From an optimization exercise on the open Yosys and OpenROAD flow, aimed at small area, a short achievable clock period and few clock cycles; shortcuts taken in it are not production practice. The RTL was checked by simulation tests, not by an equivalence proof against the original design. Power figures rest on the tool's default switching activity, not on a simulated workload.

== v59 ==
## CHIP
module CHIP(clk,
            rst_n,
            mem_wen_D,
            mem_addr_D,
            mem_wdata_D,
            mem_rdata_D,
            mem_addr_I,
            mem_rdata_I);
==> flow/config.mk <==
export PLATFORM = sky130hd
export DESIGN_NAME = CHIP
export DESIGN_NICKNAME = CHIP
export VERILOG_FILES = /design/flow/design.v
export SDC_FILE = /design/flow/constraint.sdc
export NUM_CORES = 8
export LEC_CHECK = 0
export CAP_MARGIN = 20
export CORE_MARGIN = 2
export CORE_UTILIZATION = 40
export SETUP_SLACK_MARGIN = 0.3
export SLEW_MARGIN = 20
==> flow/constraint.sdc <==
create_clock -name core_clock -period 11.0 [get_ports {clk}]
set_input_delay 2.2000 -clock core_clock [delete_from_list [all_inputs] [get_ports {clk}]]
set_output_delay 2.2000 -clock core_clock [all_outputs]
set_load 0.01 [all_outputs]
standard.sh (not shown) runs the stock make flow with config.mk's settings and CLKGATE_MAP_FILE= SYNTH_SCRIPT=/design/flow/synth_recipe.tcl, a recipe that flattens the netlist after the stock synthesis.
==> flow/flow/run.sh <==
#!/bin/bash
# The standard ORFS layout (the standard.sh) with: hierarchical synthesis
# (each module mapped on its own, then flattened, as the standard synthesis
# does), timing repair aimed well below the clock period (a repair target
# only: the design is still constrained and signed off at the design's
# period), larger slew/capacitance margins, plain buffers on the ports, larger
# clock-tree sink clusters, and extra antenna-repair rounds after detailed
# routing (flow/post_drt.tcl). ORFS writes each step's log under orfs/logs;
# make's output goes to orfs_flow.log.
set -o pipefail
HERE=$(pwd)
bash standard.sh CORE_UTILIZATION=60 SETUP_SLACK_MARGIN=7.5 \
    SYNTH_HIERARCHICAL=1 SLEW_MARGIN=35 CAP_MARGIN=35 \
    CTS_CLUSTER_SIZE=22 CTS_CLUSTER_DIAMETER=80 \
    "BUFFER_PORTS_ARGS=-buffer_cell sky130_fd_sc_hd__buf_4" \
    POST_DETAIL_ROUTE_TCL=$HERE/flow/post_drt.tcl \
    finish > orfs_flow.log 2>&1
==> flow/flow/post_drt.tcl <==
# Sourced by ORFS at the end of detailed routing (POST_DETAIL_ROUTE_TCL):
# keep repairing antennas and re-routing while violations remain, for a few
# more rounds than ORFS's own loop.
set my_antenna_rounds 0
while { [check_antennas] && $my_antenna_rounds < 6 } {
  repair_antennas
  detailed_route {*}$all_args
  incr my_antenna_rounds
}
puts "post_drt: extra antenna rounds $my_antenna_rounds"
Testbench counts of v59, summed over its fixed seeds: cycles 200,790.
Edits applied to the flow inputs when going from v59 to v18:
--- a/flow/flow/run.sh
+++ b/flow/flow/run.sh
@@ -10,5 +10,5 @@
 set -o pipefail
 HERE=$(pwd)
-bash standard.sh CORE_UTILIZATION=60 SETUP_SLACK_MARGIN=7.5 \
+bash standard.sh CORE_UTILIZATION=55 SETUP_SLACK_MARGIN=8.0 \
     SYNTH_HIERARCHICAL=1 SLEW_MARGIN=35 CAP_MARGIN=35 \
     CTS_CLUSTER_SIZE=22 CTS_CLUSTER_DIAMETER=80 \
### Flow results
Final cell count went up by a few percent going from v59 to v18. v18 vs v59, timing endpoint of the critical path: pc_f[18] vs e_op1[1]. From v59 to v18 the numbers moved as follows: worst setup slack before clock tree synthesis moved up; combinational power moved up; maximum operating frequency went up. [compare] base=v59 new=v18: fraction of cell area in non-clock buffers saw an increase, final cycle utilization of the critical path saw a decrease, number of nets in the final layout saw an increase.
Changes in v45 relative to v18:
--- a/flow/flow/run.sh
+++ b/flow/flow/run.sh
@@ -10,5 +10,5 @@
 set -o pipefail
 HERE=$(pwd)
-bash standard.sh CORE_UTILIZATION=55 SETUP_SLACK_MARGIN=8.0 \
+bash standard.sh CORE_UTILIZATION=55 SETUP_SLACK_MARGIN=7.5 TNS_END_PERCENT=5 \
     SYNTH_HIERARCHICAL=1 SLEW_MARGIN=35 CAP_MARGIN=35 \
     CTS_CLUSTER_SIZE=22 CTS_CLUSTER_DIAMETER=80 \
Static leakage power, v18 and v45: larger value in v18. v45 vs v18: fraction of final layout cells sized beyond drive strength 1 down. Against v18 as the reference, v45 delivers a lower number of cells on the worst reg-to-reg path. The final reports for v45 and v18 show filler cell count in the final layout higher in the former. Between v18 and v45, the cell count after placement does not differ in any meaningful way. The global-route usage reported for v45 is smaller than that of v18 by 2.5 points. On setup slack, v45 does worse than v18.
Here is what was changed in the inputs of v19 compared with v45.
--- a/flow/flow/run.sh
+++ b/flow/flow/run.sh
@@ -10,7 +10,7 @@
 set -o pipefail
 HERE=$(pwd)
-bash standard.sh CORE_UTILIZATION=55 SETUP_SLACK_MARGIN=7.5 TNS_END_PERCENT=5 \
+bash standard.sh CORE_UTILIZATION=55 SETUP_SLACK_MARGIN=7.5 \
     SYNTH_HIERARCHICAL=1 SLEW_MARGIN=35 CAP_MARGIN=35 \
-    CTS_CLUSTER_SIZE=22 CTS_CLUSTER_DIAMETER=80 \
+    CTS_CLUSTER_SIZE=26 CTS_CLUSTER_DIAMETER=90 \
     "BUFFER_PORTS_ARGS=-buffer_cell sky130_fd_sc_hd__buf_4" \
     POST_DETAIL_ROUTE_TCL=$HERE/flow/post_drt.tcl \
==> summary.txt <==
In the metrics for v45 and v19, the one carrying the lower total via count after detailed routing is v45.
Global-route usage is higher on v19
Summary of v19 over v45: first-pass iteration count of the detailed router increased by 4 relative to the old numbers; final worst-path setup slack increased by 79 ps relative to the old numbers.

[static timing again, ports no longer ideal]
How much do the figures lean on ideal ports? The routed layouts below were timed once more, with nothing changed but the port constraints. Step 1 (the two cells are an assumption about what drives the block):
set clk [get_ports {clk}]
set_driving_cell -lib_cell sky130_fd_sc_hd__clkbuf_16 $clk
set_driving_cell -lib_cell sky130_fd_sc_hd__buf_2 [delete_from_list [all_inputs] $clk]
Step 2 moves the port delays by t, midway between the first and last clock arrival at a register: inputs arrive t later, outputs are due t later. That takes back most of the time a late clock gives input paths. a / b / c = ideal / step 1 / step 2; a / b = the first two.
| run | t, ns | setup slack, ns | worst hold slack (ns) | worst slew at a driven data input, ns | pins driven straight from the clock port |
|---|---|---|---|---|---|
| v59 | 0.831 | 7.108 / 7.108 / 6.570 | 0.368 / 0.368 / 0.368 | 0.19 | 1 |
| v18 | 0.879 | 7.467 / 7.408 / 6.716 | 0.401 / 0.401 / 0.401 | 0.06 | 1 |
| v45 | 0.849 | 7.067 / 7.067 / 6.309 | 0.354 / 0.354 / 0.354 | 0.36 | 1 |
| v19 | 0.825 | 7.146 / 7.146 / 6.456 | 0.412 / 0.412 / 0.412 | 0.20 | 1 |
After both steps every run listed still meets setup and hold. For v45, which loses most, drivers alone change the setup slack by 0.000 ns; drivers and shift together by -0.758 ns.
